What follows belongs to an exercise in optimizing a design on an open flow for small area and a short achievable clock period; a production flow would make more cautious choices.
At most, simulation tests tie the RTL to the original design; equivalence was not proved.
Power figures rest on the tool's default switching activity, not on a simulated workload.

the baseline:
==> flow/design.v <==
`timescale 1ns / 1ps
module cla_carry #(
    parameter W = 32,
    parameter L = 5          
    ) (
    input wire [W-1:0] g,
    input wire [W-1:0] p,
    output wire c
    );
    wire [W-1:0] gk [0:L];   
    wire [W-1:0] pk [0:L];   
    assign gk[0] = g;
    assign pk[0] = p;
    genvar k, i;
    generate
        for (k = 1; k <= L; k = k + 1) begin : lvl
            for (i = 0; i < (W >> k); i = i + 1) begin : node
                assign gk[k][i] = gk[k-1][2*i+1] | (pk[k-1][2*i+1] & gk[k-1][2*i]);
                assign pk[k][i] = pk[k-1][2*i+1] & pk[k-1][2*i];
            end
            assign gk[k][W-1:(W >> k)] = {(W - (W >> k)){1'b0}};
            assign pk[k][W-1:(W >> k)] = {(W - (W >> k)){1'b0}};
        end
    endgenerate
    assign c = gk[L][0];
endmodule
`timescale 1ns / 1ps
module hft_fpga_low_latency(
    input wire core_clk,
    input wire reset,
    input wire cfg_we,
    input wire [1:0] cfg_addr,
    input wire [31:0] cfg_wdata,
    input wire [63:0] raw_market_data,
    input wire raw_valid,
    output wire [127:0] mg_tx_data,
    output wire mg_tx_valid
    );
    reg [31:0] threshold_n;      
    reg [31:0] risk_min_n;       
    reg [31:0] risk_max_n;       
    always @(posedge core_clk) begin
        if (reset) begin
            threshold_n <= ~32'd1000;
            risk_min_n <= ~32'd1000;
            risk_max_n <= ~32'd5000;
        end else if (cfg_we) begin
            case (cfg_addr)
                2'd0: threshold_n <= ~cfg_wdata;
                2'd1: risk_min_n <= ~cfg_wdata;
                2'd2: risk_max_n <= ~cfg_wdata;
                default: ;
            endcase
        end
    end
    wire [31:0] price = raw_market_data[31:0];
    wire below_threshold;    
    wire below_min;          
    wire above_max;          
    cla_carry #(.W(32), .L(5)) u_cmp_thr (
        .g(~(threshold_n | price)), .p(~(threshold_n & price)), .c(below_threshold));
    cla_carry #(.W(32), .L(5)) u_cmp_min (
        .g(~(risk_min_n | price)), .p(~(risk_min_n & price)), .c(below_min));
    cla_carry #(.W(32), .L(5)) u_cmp_max (
        .g(price & risk_max_n), .p(price | risk_max_n), .c(above_max));
    wire approve = raw_valid && (raw_market_data[63:56] == 8'h01) &&
                   below_threshold && !below_min && !above_max;
    reg [55:0] order_data;
    always @(posedge core_clk) begin
        order_data <= raw_market_data[55:0];
    end
    reg [31:0] order_seq;
    reg order_valid;
    reg order_count;
    wire [31:0] seq_ones_below;
    assign seq_ones_below[0] = 1'b1;
    genvar gi;
    generate
        for (gi = 1; gi < 32; gi = gi + 1) begin : g_ones
            assign seq_ones_below[gi] = &order_seq[gi-1:0];
        end
    endgenerate
    always @(posedge core_clk) begin
        if (reset) begin
            order_seq <= 32'd0;
            order_count <= 1'b0;
        end else begin
            order_seq <= order_seq ^ ({32{order_count}} & seq_ones_below);
            order_count <= approve;
        end
    end
    always @(posedge core_clk or posedge reset) begin
        if (reset)
            order_valid <= 1'b0;
        else
            order_valid <= approve;
    end
    assign mg_tx_data = {order_seq, 8'h01, order_data, 32'h0000_0000};
    assign mg_tx_valid = order_valid;
endmodule
export LEC_CHECK = 0
export ABC_AREA = 1
export CAP_MARGIN = 20
export CORE_MARGIN = 2
export CORE_UTILIZATION = 40
export CTS_BUF_LIST = sky130_fd_sc_hd__clkbuf_4 sky130_fd_sc_hd__clkbuf_8
export SETUP_SLACK_MARGIN = 2.2
export SLEW_MARGIN = 20
create_clock -name core_clock -period 4.0 [get_ports {core_clk}]
standard.sh (not shown) runs the stock make flow with config.mk's settings and CLKGATE_MAP_FILE= SYNTH_SCRIPT=/design/flow/synth_recipe.tcl, a recipe that flattens the netlist after the stock synthesis.
==> flow/flow/run.sh <==
#!/bin/bash
set -euo pipefail
cts_bufs=$(sed -n 's/^export CTS_BUF_LIST *= *//p' config.mk)
bash standard.sh synth > synth.log 2>&1
bash standard.sh finish \
  BUFFER_PORTS_ARGS="-buffer_cell sky130_fd_sc_hd__buf_1" \
  SKIP_REPAIR_TIE_FANOUT=1 \
  CTS_ARGS="-sink_clustering_enable -repair_clock_nets -dont_use_dummy_load -root_buf sky130_fd_sc_hd__clkbuf_16 -buf_list {$cts_bufs}" \
  > layout.log 2>&1
Testbench counts of the baseline, summed over its fixed seeds: latency cycles 3,243, orders 3,243.
Relative to the baseline, the following input files were edited for the candidate:
--- a/flow/design.v
+++ b/flow/design.v
@@ -39,19 +39,18 @@
     reg [31:0] threshold_n;      
     reg [31:0] risk_min_n;       
     reg [31:0] risk_max_n;       
+    wire wr_threshold = reset | (cfg_we & (cfg_addr == 2'd0));
+    wire wr_risk_min = reset | (cfg_we & (cfg_addr == 2'd1));
+    wire wr_risk_max = reset | (cfg_we & (cfg_addr == 2'd2));
+    wire [31:0] wdata_1000_n = reset ? ~32'd1000 : ~cfg_wdata;
+    wire [31:0] wdata_5000_n = reset ? ~32'd5000 : ~cfg_wdata;
     always @(posedge core_clk) begin
-        if (reset) begin
-            threshold_n <= ~32'd1000;
-            risk_min_n <= ~32'd1000;
-            risk_max_n <= ~32'd5000;
-        end else if (cfg_we) begin
-            case (cfg_addr)
-                2'd0: threshold_n <= ~cfg_wdata;
-                2'd1: risk_min_n <= ~cfg_wdata;
-                2'd2: risk_max_n <= ~cfg_wdata;
-                default: ;
-            endcase
-        end
+        if (wr_threshold)
+            threshold_n <= wdata_1000_n;
+        if (wr_risk_min)
+            risk_min_n <= wdata_1000_n;
+        if (wr_risk_max)
+            risk_max_n <= wdata_5000_n;
     end
     wire [31:0] price = raw_market_data[31:0];
     wire below_threshold;    
==> comparison <==
Compared with the baseline, in the candidate non-clock buffer share of cell area saw a decrease; final critical path time including I/O delays and setup saw a decrease; worst hold slack saw an increase; final total power saw an increase; power drawn by the sequential cells saw an increase.
Per the comparison of the candidate with the baseline, die height saw an increase; post-detailed-route wirelength per cell saw a decrease; switching part of the total power saw a decrease.
Looking at relative contribution of combinational cells to total power, the candidate sits above the baseline.
Summary of the candidate over the baseline: xor/xnor share of the synthesized area did not really move; fmax stayed essentially flat.
Only the layout flow was run in the candidate; the RTL was not checked for function there.

[static timing again, ports no longer ideal]
The flow's constraints put no driver on any port. The routed layouts listed below were extracted and timed again, unchanged, in two steps.
Step 1 sets driving cells, clkbuf_16 on the clock port and buf_2 on the other inputs (assumed; they add their load-dependent delay and slew).
Step 2 moves the port delays by t, midway between the first and last clock arrival at a register: inputs arrive t later, outputs are due t later. That takes back most of the time a late clock gives input paths.
Slacks: no drivers / after step 1 / after step 2; pairs: no drivers / after step 1.
run	t (ns)	setup slack, ns	worst setup path at the end	worst register clock-pin slew, ns	worst slew at a driven data input, ns
the baseline	0.411	2.246 / 2.206 / 1.915	input to register	0.10 / 0.10	0.07
the candidate	0.410	2.251 / 2.206 / 1.869	input to register	0.10 / 0.10	0.07
After both steps setup and hold are still met in every run listed. For the candidate, which loses most, drivers alone change the setup slack by -0.045 ns; drivers and shift together by -0.382 ns.
